What follows belongs to an exercise in optimizing a design on an open flow for small area; a production flow would make more cautious choices. In this exercise RTL edits were held to simulation tests only and were not proved equivalent to the original. Power and IR drop assume default switching activity.

== old ==
==> flow/design.v <==
module spi_slave_interface (
    input  logic        clk,
    input  logic        rst,
    input  logic        sclk,
    input  logic        cs_n,
    input  logic        mosi,
    output logic        miso,
    output logic        wr_en,
    output logic        wr_next,       
    output logic        rd_pending,
    output logic        addr_valid,    
    output logic [15:0] frame,
    input  logic [15:0] rd_data
);
    localparam logic [5:0] SHIFT_OUT = 6'd33, IDLE = 6'd34;
    logic [5:0]  state;
    logic [15:0] shift_reg;
    logic        rw;           
    logic [15:0] read_buffer;
    logic        rb_loaded;    
    logic [1:0]  sclk_sync;
    wire sclk_rising  = (sclk_sync == 2'b01);
    wire sclk_falling = (sclk_sync == 2'b10);
    wire decode       = state[5] && (state[1:0] == 2'd0);
    wire in_shift     = !state[5] || decode;
    wire in_out       = state[5] && state[0];
    assign frame = shift_reg;
    assign wr_next = decode && !rw;
    assign addr_valid = (state == 6'd16);
    always_ff @(posedge clk or posedge rst) begin
        if (rst) begin
            sclk_sync  <= 2'b00;
            state      <= IDLE;
            rw         <= 1'b0;
            wr_en      <= 1'b0;
            rd_pending <= 1'b0;
            rb_loaded  <= 1'b0;
            miso       <= 1'b0;
        end else begin
            sclk_sync <= {sclk_sync[0], sclk};
            if (state[5]) begin
                if (decode)
                    state <= SHIFT_OUT;
                else if (cs_n)
                    state <= IDLE;
                else if (state[1])
                    state <= 6'd0;
            end else if (cs_n)
                state <= 6'd0;
            else if (sclk_rising)
                state <= state + 6'd1;
            if (cs_n)
                rw <= 1'b0;
            else if (addr_valid)
                rw <= shift_reg[15];
            wr_en      <= wr_next;
            rd_pending <= decode && rw;
            if (rd_pending)
                rb_loaded <= 1'b1;
            miso <= in_out && rw && rb_loaded && read_buffer[15];
        end
    end
    always_ff @(posedge clk) begin
        if (rd_pending)
            read_buffer <= rd_data;
        else if (in_out && sclk_falling)
            read_buffer <= {read_buffer[14:0], 1'b0};
    end
    always_ff @(posedge clk) begin
        if (!cs_n && in_shift && sclk_rising)
            shift_reg <= {shift_reg[14:0], mosi};
    end
endmodule
module parameter_register_file (
    input  logic        clk,
    input  logic        rst,
    input  logic        wr_en,
    input  logic        wr_next,         
    input  logic        rd_pending,
    input  logic        addr_valid,
    input  logic [15:0] frame,
    output logic [15:0] rd_data,
    output logic [15:0] nthreshold,      
    output logic [15:0] nleak,           
    output logic [15:0] reset_potential,
    output logic [15:0] refractory_cycles,
    output logic [2:0][15:0] weight_sum
);
    logic [14:0] a;
    assign a = frame[14:0];
    logic       sel_par, sel_w;
    logic [1:0] sel_i, sel_j;        
    always_ff @(posedge clk)
        if (addr_valid) begin
            sel_par <= (a[14:2] == 13'd0);
            sel_w   <= (a[14:4] == 11'h100) && (a[3:0] < 4'd12);
            sel_i   <= (a[3:0] < 4'd3) ? 2'd0 : (a[3:0] < 4'd6) ? 2'd1 : (a[3:0] < 4'd9) ? 2'd2 : 2'd3;
            sel_j   <= (a[14:2] == 13'd0) ? a[1:0] :
                       (a[3:0] == 4'd0 || a[3:0] == 4'd3 || a[3:0] == 4'd6 || a[3:0] == 4'd9) ? 2'd0 :
                       (a[3:0] == 4'd1 || a[3:0] == 4'd4 || a[3:0] == 4'd7 || a[3:0] == 4'd10) ? 2'd1 : 2'd2;
        end
    wire [15:0] wr_data = frame[15:0];
    always_ff @(posedge clk or posedge rst) begin
        if (rst) begin
            nthreshold        <= 16'd1000 ^ 16'h7fff;
            nleak             <= ~16'd10;
            reset_potential   <= 16'd0;
            refractory_cycles <= 16'd10;
        end else if (wr_en && sel_par) begin
            case (sel_j)
                2'd0: nthreshold        <= wr_data ^ 16'h7fff;
                2'd1: nleak             <= ~wr_data;
                2'd2: reset_potential   <= wr_data;
                2'd3: refractory_cycles <= wr_data;
            endcase
        end
    end
    wire [15:0] wsum_sel = weight_sum[sel_j];
    logic [8:0][15:0] ring;
    logic [1:0] pi, pj;
    logic clearing, pending;
    logic acc_go, acc_on;
    logic [15:0] hold;
    wire last   = (pi == 2'd2) && (pj == 2'd2);
    wire i3     = (sel_i == 2'd3);
    wire at_sel = (pi == sel_i) && (pj == sel_j);
    wire put    = pending && at_sel;
    wire upd    = wr_en && sel_w;        
    wire pre    = wr_next && sel_w;      
    wire acc_start = acc_go && !acc_on && last;
    wire acc_take  = acc_on && (pj == sel_j);
    wire [15:0] f_a = (upd || acc_start) ? wsum_sel : hold;
    wire [15:0] f_c = pre ? wr_data : upd ? hold : acc_take ? ring[0] : 16'd0;
    wire [15:0] f   = f_a - f_c;
    always_ff @(posedge clk) begin
        for (int k = 0; k < 8; k++) ring[k] <= ring[k+1];
        ring[8] <= clearing ? 16'd0 : put ? hold : ring[0];
        if (upd && !i3)
            hold <= wr_data;
        else if (pre || (i3 && (acc_start || acc_take)))
            hold <= f;
        else if (!i3 && !pending && at_sel)
            hold <= ring[0];
    end
    always_ff @(posedge clk or posedge rst) begin
        if (rst) begin
            pi <= 2'd0;
            pj <= 2'd0;
            clearing <= 1'b1;
            pending <= 1'b0;
            acc_go <= 1'b0;
            acc_on <= 1'b0;
        end else begin
            if (pj == 2'd2) begin
                pj <= 2'd0;
                pi <= (pi == 2'd2) ? 2'd0 : pi + 2'd1;
                if (pi == 2'd2) clearing <= 1'b0;
            end else begin
                pj <= pj + 2'd1;
            end
            if (upd && !i3)
                pending <= 1'b1;
            else if (put)
                pending <= 1'b0;
            acc_go <= addr_valid || (acc_go && !acc_start);
            if (acc_start)
                acc_on <= 1'b1;
            else if (last)
                acc_on <= 1'b0;
        end
    end
    always_ff @(posedge clk or posedge rst) begin
        if (rst)
            weight_sum <= '0;
        else if (upd)
            weight_sum[sel_j] <= f;
    end
    always_comb begin
        rd_data = 16'd0;
        if (sel_w)
            rd_data = hold;
        else if (sel_par)
            case (sel_j)
                2'd0: rd_data = nthreshold ^ 16'h7fff;
                2'd1: rd_data = ~nleak;
                2'd2: rd_data = reset_potential;
                2'd3: rd_data = refractory_cycles;
            endcase
    end
endmodule
module lif_neuron (
    input  logic        clk,
    input  logic        rst,
    input  logic [15:0] input_current,
    input  logic [15:0] nleak,         
    input  logic [15:0] nthreshold,    
    input  logic        tmin,          
    input  logic [15:0] reset_potential,
    input  logic [16:0] refractory_load,
    output logic        spike
);
    logic [15:0] p;
    logic [16:0] count;
    wire inr = |count;
    wire [15:0] s = p ^ input_current ^ nleak;
    wire [16:0] k = {(p & input_current) | (p & nleak) | (input_current & nleak), 1'b0};
    wire [16:0] se = {s[15], s};
    logic [17:0] c;
    logic [16:0] v;
    logic [17:0] g;
    wire [16:0] nt = {nthreshold[15], nthreshold[15] ^ 1'b1, nthreshold[14:0]};
    always_comb begin
        c[0] = 1'b1;
        g[0] = 1'b1;
        for (int b = 0; b < 17; b++) begin
            v[b] = se[b] ^ k[b] ^ c[b];
            c[b+1] = (se[b] & k[b]) | (se[b] & c[b]) | (k[b] & c[b]);
        end
        for (int b = 0; b < 17; b++) begin
            logic vb;
            vb = (b == 16) ? ~v[16] : v[b];
            g[b+1] = (vb & nt[b]) | (vb & g[b]) | (nt[b] & g[b]);
        end
    end
    wire under = v[16] & ~v[15];
    wire over  = ~v[16] & v[15];
    wire fire = g[17] | (under & tmin);
    wire [15:0] np = (under | over) ? {v[16], {15{~v[16]}}} : v[15:0];
    always_ff @(posedge clk or posedge rst) begin
        if (rst) begin
            p     <= 16'd0;
            count <= 17'd0;
            spike <= 1'b0;
        end else begin
            spike <= !inr && fire;
            if (!inr)
                p <= fire ? reset_potential : np;
            count <= ({17{!inr && fire}} & refractory_load) | (count - {16'd0, inr});
        end
    end
endmodule
module fully_connected_neural_network (
    input  logic        clk,
    input  logic        rst,
    input  logic [15:0] input_current,
    input  logic [15:0] nthreshold,
    input  logic [15:0] nleak,
    input  logic [15:0] reset_potential,
    input  logic [15:0] refractory_cycles,
    input  logic [2:0][15:0] weight_sum,
    output logic [2:0]  spikes_layer_2
);
    logic s1;
    logic [2:0] s2;
    wire [16:0] rload = {refractory_cycles == 16'd0, refractory_cycles};
    wire        tmin  = &nthreshold;     
    lif_neuron n1 (
        .clk(clk), .rst(rst), .input_current(input_current),
        .nthreshold(nthreshold), .tmin(tmin), .nleak(nleak), .reset_potential(reset_potential),
        .refractory_load(rload), .spike(s1)
    );
    genvar j;
    generate
        for (j = 0; j < 3; j++) begin : l2
            lif_neuron n2 (
                .clk(clk), .rst(rst), .input_current(weight_sum[j] & {16{s1}}),
                .nthreshold(nthreshold), .tmin(tmin), .nleak(nleak), .reset_potential(reset_potential),
                .refractory_load(rload), .spike(s2[j])
            );
        end
    endgenerate
    always_ff @(posedge clk or posedge rst)
        if (rst) spikes_layer_2 <= 3'b0;
        else     spikes_layer_2 <= s2;
endmodule
module top (
    input  logic clk,
    input  logic rst,
    input  logic sclk,
    input  logic cs_n,
    input  logic mosi,
    output logic miso,
    input  logic signed [15:0] input_current,
    output logic [2:0] spikes
);
    logic wr_en, wr_next, rd_pending, addr_valid;
    logic [15:0] frame;
    logic [15:0] rd_data, nthreshold, nleak, reset_potential, refractory_cycles;
    logic [2:0][15:0] weight_sum;
    spi_slave_interface spi_inst (
        .clk(clk), .rst(rst), .sclk(sclk), .cs_n(cs_n), .mosi(mosi), .miso(miso),
        .wr_en(wr_en), .wr_next(wr_next), .rd_pending(rd_pending), .addr_valid(addr_valid),
        .frame(frame), .rd_data(rd_data)
    );
    parameter_register_file reg_file (
        .clk(clk), .rst(rst), .wr_en(wr_en), .wr_next(wr_next), .rd_pending(rd_pending),
        .addr_valid(addr_valid), .frame(frame), .rd_data(rd_data),
        .nthreshold(nthreshold), .nleak(nleak), .reset_potential(reset_potential),
        .refractory_cycles(refractory_cycles), .weight_sum(weight_sum)
    );
    fully_connected_neural_network nn_inst (
        .clk(clk), .rst(rst), .input_current(input_current), .nthreshold(nthreshold),
        .nleak(nleak), .reset_potential(reset_potential), .refractory_cycles(refractory_cycles),
        .weight_sum(weight_sum), .spikes_layer_2(spikes)
    );
endmodule
==> flow/config.mk <==
export PLATFORM = sky130hd
export DESIGN_NAME = top
export DESIGN_NICKNAME = top
export VERILOG_FILES = /design/flow/design.v
export SDC_FILE = /design/flow/constraint.sdc
export NUM_CORES = 4
export LEC_CHECK = 0
export CAP_MARGIN = 20
export CORE_MARGIN = 2
export CORE_UTILIZATION = 75
export SLEW_MARGIN = 20
==> flow/constraint.sdc <==
create_clock -name core_clock -period 14.0 [get_ports {clk}]
set_input_delay 2.8000 -clock core_clock [delete_from_list [all_inputs] [get_ports {clk}]]
set_output_delay 2.8000 -clock core_clock [all_outputs]
set_load 0.01 [all_outputs]
standard.sh (not shown) runs the stock make flow with config.mk's settings and CLKGATE_MAP_FILE= SYNTH_SCRIPT=/design/flow/synth_recipe.tcl, a recipe that flattens the netlist after the stock synthesis.
==> flow/flow/run.sh <==
#!/bin/bash
# Own flow: the standard ORFS flow with three changes that only affect
# how the cells are chosen:
#  - synthesis maps the combinational logic with an area-oriented ABC script
#    (flow/abc_area.script in place of ORFS's abc_speed.script). Synthesis is
#    otherwise the standard one (synth_recipe.tcl: -nofsm -noshare, flattened,
#    renamed), so the registers, their names and cell types are unchanged;
#  - every input and output port still gets its own buffer, but a buf_1;
#  - clock tree: clkbuf_16 sink clusters of at most 24 flip-flops, without
#    dummy loads.
# Every step after synthesis is standard.sh's own.
set -euo pipefail
W=$(pwd)

# a copy of ORFS's scripts with the ABC script swapped
rm -rf "$W/scripts_area"
mkdir -p "$W/scripts_area"
cp -r "$FLOW_HOME/scripts/." "$W/scripts_area/"
cp "$W/flow/abc_area.script" "$W/scripts_area/abc_speed.script"

# synthesis (make reads SCRIPTS_DIR from the environment)
SCRIPTS_DIR="$W/scripts_area" bash "$W/standard.sh" synth > "$W/synth.log" 2>&1

# floorplan to final layout, the standard way, from that netlist
bash "$W/standard.sh" \
  "BUFFER_PORTS_ARGS=-buffer_cell sky130_fd_sc_hd__buf_1" \
  "CTS_ARGS=-sink_clustering_enable -repair_clock_nets -sink_clustering_size 24 -sink_clustering_max_diameter 110 -buf_list sky130_fd_sc_hd__clkbuf_16 -dont_use_dummy_load" \
  finish > "$W/layout.log" 2>&1

test -f "$W/out/final.def"
==> flow/flow/abc_area.script <==
&get -n
&st
&syn2
&dch -f
&nf -p -a -R 1000
&st
&syn2
&dch -f
&nf -p -a -R 1000
&st
&dch -f
&nf -p -a -R 1000
&put
topo
stime -c
old has completed all stages; timing, DRC and antenna checks passed.
## Diff of input files: new against old
diff --git a/flow/design.v b/flow/design.v
--- a/flow/design.v
+++ b/flow/design.v
@@ -4,11 +4,10 @@
     input  logic        sclk,
     input  logic        cs_n,
     input  logic        mosi,
     output logic        miso,
     output logic        wr_en,
-    output logic        wr_next,       
     output logic        rd_pending,
     output logic        addr_valid,    
     output logic [15:0] frame,
     input  logic [15:0] rd_data
 );
@@ -23,11 +22,10 @@
     wire sclk_falling = (sclk_sync == 2'b10);
     wire decode       = state[5] && (state[1:0] == 2'd0);
     wire in_shift     = !state[5] || decode;
     wire in_out       = state[5] && state[0];
     assign frame = shift_reg;
-    assign wr_next = decode && !rw;
     assign addr_valid = (state == 6'd16);
     always_ff @(posedge clk or posedge rst) begin
         if (rst) begin
             sclk_sync  <= 2'b00;
             state      <= IDLE;
@@ -51,11 +49,11 @@
                 state <= state + 6'd1;
             if (cs_n)
                 rw <= 1'b0;
             else if (addr_valid)
                 rw <= shift_reg[15];
-            wr_en      <= wr_next;
+            wr_en      <= decode && !rw;
             rd_pending <= decode && rw;
             if (rd_pending)
                 rb_loaded <= 1'b1;
             miso <= in_out && rw && rb_loaded && read_buffer[15];
         end
@@ -73,11 +71,10 @@
 endmodule
 module parameter_register_file (
     input  logic        clk,
     input  logic        rst,
     input  logic        wr_en,
-    input  logic        wr_next,         
     input  logic        rd_pending,
     input  logic        addr_valid,
     input  logic [15:0] frame,
     output logic [15:0] rd_data,
     output logic [15:0] nthreshold,      
@@ -117,41 +114,43 @@
     end
     wire [15:0] wsum_sel = weight_sum[sel_j];
     logic [8:0][15:0] ring;
     logic [1:0] pi, pj;
     logic clearing, pending;
-    logic acc_go, acc_on;
+    logic acc_go, acc_on, negate;
     logic [15:0] hold;
     wire last   = (pi == 2'd2) && (pj == 2'd2);
     wire i3     = (sel_i == 2'd3);
     wire at_sel = (pi == sel_i) && (pj == sel_j);
     wire put    = pending && at_sel;
-    wire upd    = wr_en && sel_w;        
-    wire pre    = wr_next && sel_w;      
+    wire upd    = wr_en && sel_w;
     wire acc_start = acc_go && !acc_on && last;
     wire acc_take  = acc_on && (pj == sel_j);
-    wire [15:0] f_a = (upd || acc_start) ? wsum_sel : hold;
-    wire [15:0] f_c = pre ? wr_data : upd ? hold : acc_take ? ring[0] : 16'd0;
-    wire [15:0] f   = f_a - f_c;
+    wire [15:0] f_a = (upd || acc_start) ? wsum_sel : 16'd0;
+    wire [15:0] f_b = upd ? wr_data : acc_take ? ring[0] : 16'd0;
+    wire [15:0] f_c = acc_start ? 16'd0 : hold;
+    wire [15:0] f   = f_a + f_b - f_c;
     always_ff @(posedge clk) begin
         for (int k = 0; k < 8; k++) ring[k] <= ring[k+1];
         ring[8] <= clearing ? 16'd0 : put ? hold : ring[0];
         if (upd && !i3)
             hold <= wr_data;
-        else if (pre || (i3 && (acc_start || acc_take)))
-            hold <= f;
-        else if (!i3 && !pending && at_sel)
+        else if (i3) begin
+            if (acc_start || acc_take || negate)
+                hold <= f;
+        end else if (!pending && at_sel)
             hold <= ring[0];
     end
     always_ff @(posedge clk or posedge rst) begin
         if (rst) begin
             pi <= 2'd0;
             pj <= 2'd0;
             clearing <= 1'b1;
             pending <= 1'b0;
             acc_go <= 1'b0;
             acc_on <= 1'b0;
+            negate <= 1'b0;
         end else begin
             if (pj == 2'd2) begin
                 pj <= 2'd0;
                 pi <= (pi == 2'd2) ? 2'd0 : pi + 2'd1;
                 if (pi == 2'd2) clearing <= 1'b0;
@@ -165,10 +164,11 @@
             acc_go <= addr_valid || (acc_go && !acc_start);
             if (acc_start)
                 acc_on <= 1'b1;
             else if (last)
                 acc_on <= 1'b0;
+            negate <= acc_take;
         end
     end
     always_ff @(posedge clk or posedge rst) begin
         if (rst)
             weight_sum <= '0;
@@ -281,21 +281,21 @@
     input  logic mosi,
     output logic miso,
     input  logic signed [15:0] input_current,
     output logic [2:0] spikes
 );
-    logic wr_en, wr_next, rd_pending, addr_valid;
+    logic wr_en, rd_pending, addr_valid;
     logic [15:0] frame;
     logic [15:0] rd_data, nthreshold, nleak, reset_potential, refractory_cycles;
     logic [2:0][15:0] weight_sum;
     spi_slave_interface spi_inst (
         .clk(clk), .rst(rst), .sclk(sclk), .cs_n(cs_n), .mosi(mosi), .miso(miso),
-        .wr_en(wr_en), .wr_next(wr_next), .rd_pending(rd_pending), .addr_valid(addr_valid),
+        .wr_en(wr_en), .rd_pending(rd_pending), .addr_valid(addr_valid),
         .frame(frame), .rd_data(rd_data)
     );
     parameter_register_file reg_file (
-        .clk(clk), .rst(rst), .wr_en(wr_en), .wr_next(wr_next), .rd_pending(rd_pending),
+        .clk(clk), .rst(rst), .wr_en(wr_en), .rd_pending(rd_pending),
         .addr_valid(addr_valid), .frame(frame), .rd_data(rd_data),
         .nthreshold(nthreshold), .nleak(nleak), .reset_potential(reset_potential),
         .refractory_cycles(refractory_cycles), .weight_sum(weight_sum)
     );
     fully_connected_neural_network nn_inst (
Findings:
new | stages: all done | timing, DRC, antenna: all pass. Longest individual stage delay on the worst path: new > old. new: relative contribution of the clock network to total power is 12 points higher than what old reported. Between new and old, worst hold margin is higher for old, new comes in under that. As far as sequential cell count of the final layout is concerned, old and new perform about the same. Setup slack: new more than old. new vs. old: area of all placed cells without fillers climbed about 0.4%; final-layout fill cell count went up by 32.

==> re-timing with driven ports <==
The results above use ideal ports. As a check the final layouts listed here were re-extracted and re-timed, cells and wires unchanged.
Step 1 sets driving cells, clkbuf_16 on the clock port and buf_2 on the other inputs (assumed; they add their load-dependent delay and slew).
Step 2 also shifts input and output timing later by t, the mid clock arrival at the registers, as if the neighbouring blocks saw the same clock.
Three values: no drivers, after step 1, after step 2; two values: the first two.
run	shift t [ns]	setup WS [ns]	worst setup path after step 2	worst register clock-pin slew, ns	worst slew at a driven data input, ns
old	0.607	2.417 / 2.449 / 1.841	input to register	0.11 / 0.11	0.03
new	0.594	2.442 / 2.475 / 1.881	input to register	0.10 / 0.10	0.04
After both steps every run listed still meets setup and hold. The setup slack of old, which loses most, moves by +0.032 ns with the drivers and by -0.576 ns with both steps.
